This design comes from an exercise in tuning for small area and a short achievable clock period on the open sky130 flow, not from production work. Only simulation tests tie the RTL to the original design; equivalence was not proved. The clock port is modelled as an ideal driver; clocking choices that lean on that would not hold on a real chip.

Setup of JK:
==> flow/design.v (excerpt) <==
module single_kernel #(
  parameter SIZE = 8,
  parameter DATA_WIDTH = 16
) (
  input clk,
  input [SIZE*SIZE-1:0] finish,
  input [SIZE*DATA_WIDTH-1:0] in_up,
  input [SIZE*DATA_WIDTH-1:0] in_left,
  output [SIZE*DATA_WIDTH-1:0] pass_down,
  output [SIZE*DATA_WIDTH-1:0] pass_right,
  output [SIZE*SIZE*DATA_WIDTH-1:0] out_matrix,
  output [SIZE*DATA_WIDTH-1:0] out_diagonal
);
  wire [SIZE*SIZE*16-1:0] d, r;
  genvar i, j;
  generate
    for (i = 0; i < SIZE; i = i + 1) begin : row
      for (j = 0; j < SIZE; j = j + 1) begin : col
        if (i == SIZE-1 || j == SIZE-1) begin : edge_pe
          mac_pe_edge #(.COPY_U(i == 0), .COPY_L(j == 0)) pe (
            .clk     (clk),
            .finish  (finish[i*SIZE + j]),
            .i_up    (i == SIZE-1 ? in_up  [16*j +: 16] : d[16*((i+1)*SIZE + j) +: 16]),
            .i_left  (j == SIZE-1 ? in_left[16*i +: 16] : r[16*(i*SIZE + j + 1) +: 16]),
            .o_down  (d[16*(i*SIZE + j) +: 16]),
            .o_right (r[16*(i*SIZE + j) +: 16]),
            .o_result(out_matrix[16*(i*SIZE + j) +: 16]));
        end else begin : inner_pe
  ...
For scale: ~45000 cells after synthesis, ~1700 I/O pins.
==> flow/config.mk <==
export PLATFORM = sky130hd
export DESIGN_NAME = single_kernel
export DESIGN_NICKNAME = single_kernel
export VERILOG_FILES = /design/flow/design.v
export SDC_FILE = /design/flow/constraint.sdc
export NUM_CORES = 8
export LEC_CHECK = 0
export CAP_MARGIN = 20
export CORE_MARGIN = 2
export CORE_UTILIZATION = 58
export SETUP_SLACK_MARGIN = 5
export SLEW_MARGIN = 20
export SYNTH_HIERARCHICAL = 1
export SYNTH_MINIMUM_KEEP_SIZE = 0
==> flow/constraint.sdc <==
create_clock -name core_clock -period 11.0 [get_ports {clk}]
set_input_delay 2.2000 -clock core_clock [delete_from_list [all_inputs] [get_ports {clk}]]
set_output_delay 2.2000 -clock core_clock [all_outputs]
set_load 0.01 [all_outputs]
standard.sh (not shown) runs the stock make flow with config.mk's settings and CLKGATE_MAP_FILE= SYNTH_SCRIPT=/design/flow/synth_recipe.tcl, a recipe that flattens the netlist after the stock synthesis.
==> flow/flow/run.sh <==
#!/bin/bash
# Own layout flow: the standard synthesis and layout, with
#  - each port placed on the die's edge next to the PE it belongs to
#    (flow/pre_io.tcl);
#  - port buffers of a faster cell than the default, the output ones moved
#    next to the registers that drive them (flow/pre_resize.tcl);
#  - hold repair with 0.1 ns of margin, and timing repair aimed at a 4.6 ns
#    period (the clock stays 11 ns), with the later clock branches modelled
#    as ideal latency until clock tree synthesis (flow/pre_floorplan.tcl).
# Each step's full output goes to a log of its own in this folder.
set -euo pipefail
here=$(pwd)
bash standard.sh synth > log_synth.txt 2>&1
bash standard.sh \
  PRE_FLOORPLAN_TCL="$here/flow/pre_floorplan.tcl" \
  PRE_IO_PLACEMENT_TCL="$here/flow/pre_io.tcl" \
  PRE_RESIZE_TCL="$here/flow/pre_resize.tcl" \
  PRE_CTS_TCL="$here/flow/pre_cts.tcl" \
  CTS_ARGS="-sink_clustering_enable -repair_clock_nets -no_insertion_delay -sink_clustering_size 25 -sink_clustering_max_diameter 80 -clk_nets {clk_op clk_late_in clk_late_edge}" \
  BUFFER_PORTS_ARGS="-buffer_cell sky130_fd_sc_hd__buf_2" \
  SETUP_SLACK_MARGIN=6.4 \
  HOLD_SLACK_MARGIN=0.1 \
  finish > log_layout.txt 2>&1
==> flow/flow/clock_groups.tcl <==
# Clock branches: {name pattern ideal-latency-ns {buffer chain}}. A register
# goes to the first group whose pattern matches its name; the others are on
# clk_op, behind op_chain.
set op_chain {sky130_fd_sc_hd__clkbuf_16}
set clock_groups {
  {clk_late_in {inner_pe.pe.sum} 1.45
    {sky130_fd_sc_hd__clkdlybuf4s50_1 sky130_fd_sc_hd__clkdlybuf4s50_1 sky130_fd_sc_hd__clkdlybuf4s25_1 sky130_fd_sc_hd__clkdlybuf4s15_1 sky130_fd_sc_hd__clkbuf_16}}
  {clk_late_edge {edge_pe.pe.(acc_n|o_result)} 0.5
    {sky130_fd_sc_hd__clkdlybuf4s50_1 sky130_fd_sc_hd__clkbuf_16}}
}
Other scripts of this flow, unchanged in this note and not shown: flow/flow/pre_cts.tcl, flow/flow/pre_floorplan.tcl, flow/flow/pre_io.tcl, flow/flow/pre_resize.tcl
JK finished every step from synthesis to the final layout, and the layout passed the timing, DRC and antenna checks.
Input-level comparison between MS and JK:
- CORE_UTILIZATION now 64, was 58
==> flow/flow/clock_groups.tcl <==
# Clock branches: {name pattern ideal-latency-ns {buffer chain}}. A register
# goes to the first group whose pattern matches its name; the others are on
# clk_op, behind op_chain.
set op_chain {sky130_fd_sc_hd__clkbuf_16}
set clock_groups {
  {clk_late_in {inner_pe.pe.sum} 1.45
    {sky130_fd_sc_hd__clkdlybuf4s50_1 sky130_fd_sc_hd__clkdlybuf4s50_1 sky130_fd_sc_hd__clkdlybuf4s25_1 sky130_fd_sc_hd__clkdlybuf4s15_1 sky130_fd_sc_hd__clkbuf_16}}
  {clk_late_edge {edge_pe.pe.(acc_n|o_result)} 0.55
    {sky130_fd_sc_hd__clkdlybuf4s50_1 sky130_fd_sc_hd__clkbuf_4 sky130_fd_sc_hd__clkbuf_16}}
}
Results
- MS completed every stage of the flow, and the final layout passed the timing, DRC and antenna checks.
- Side by side, critical path buffer and inverter count turned out higher in MS than in JK.
- Looking at fraction of met2 tracks used by global routing, MS sits 3.0 points above JK.
- Going from JK to MS, the cell count along the critical path was found to have gone up by 1.
- Cmp JK and MS / core utilization / higher: MS
- Of JK and MS, MS shows the lower area enclosed by the die boundary, with JK above it.
- Between JK and MS, global-route usage is higher for MS, JK comes in under that.
- Compared with JK, MS shows a post-layout instance count excluding filler cells that is 1208 lower.
- Comparing routed wire length for JK and MS, the bigger number came from JK.

separate check: timing with driven ports:
In the flow no input, the clock included, has a driving cell. The finished layouts below were timed again as built, in two steps.
Step 1 assumes that a clkbuf_16 drives the clock port and a buf_2 every other input.
Step 2, shift: input delay + t, output delay - t, t = (earliest + latest rising clock arrival at the registers) / 2. This alone moves slack from input paths to output paths.
Slacks: no drivers / after step 1 / after step 2; pairs: no drivers / after step 1.
run | t, ns | setup WS [ns] | worst setup path after step 2 | clock arrival spread, ns
JK | 2.099 | 6.307 / 6.303 / 5.812 | input to register | 1.528 / 1.523
MS | 2.076 | 6.399 / 6.374 / 5.740 | input to register | 1.497 / 1.492
In JK and MS the clock reaches the registers at very different times; t lies between them, and the last value is a rough guide only. For MS, which loses most, drivers alone change the setup slack by -0.025 ns; drivers and shift together by -0.659 ns.
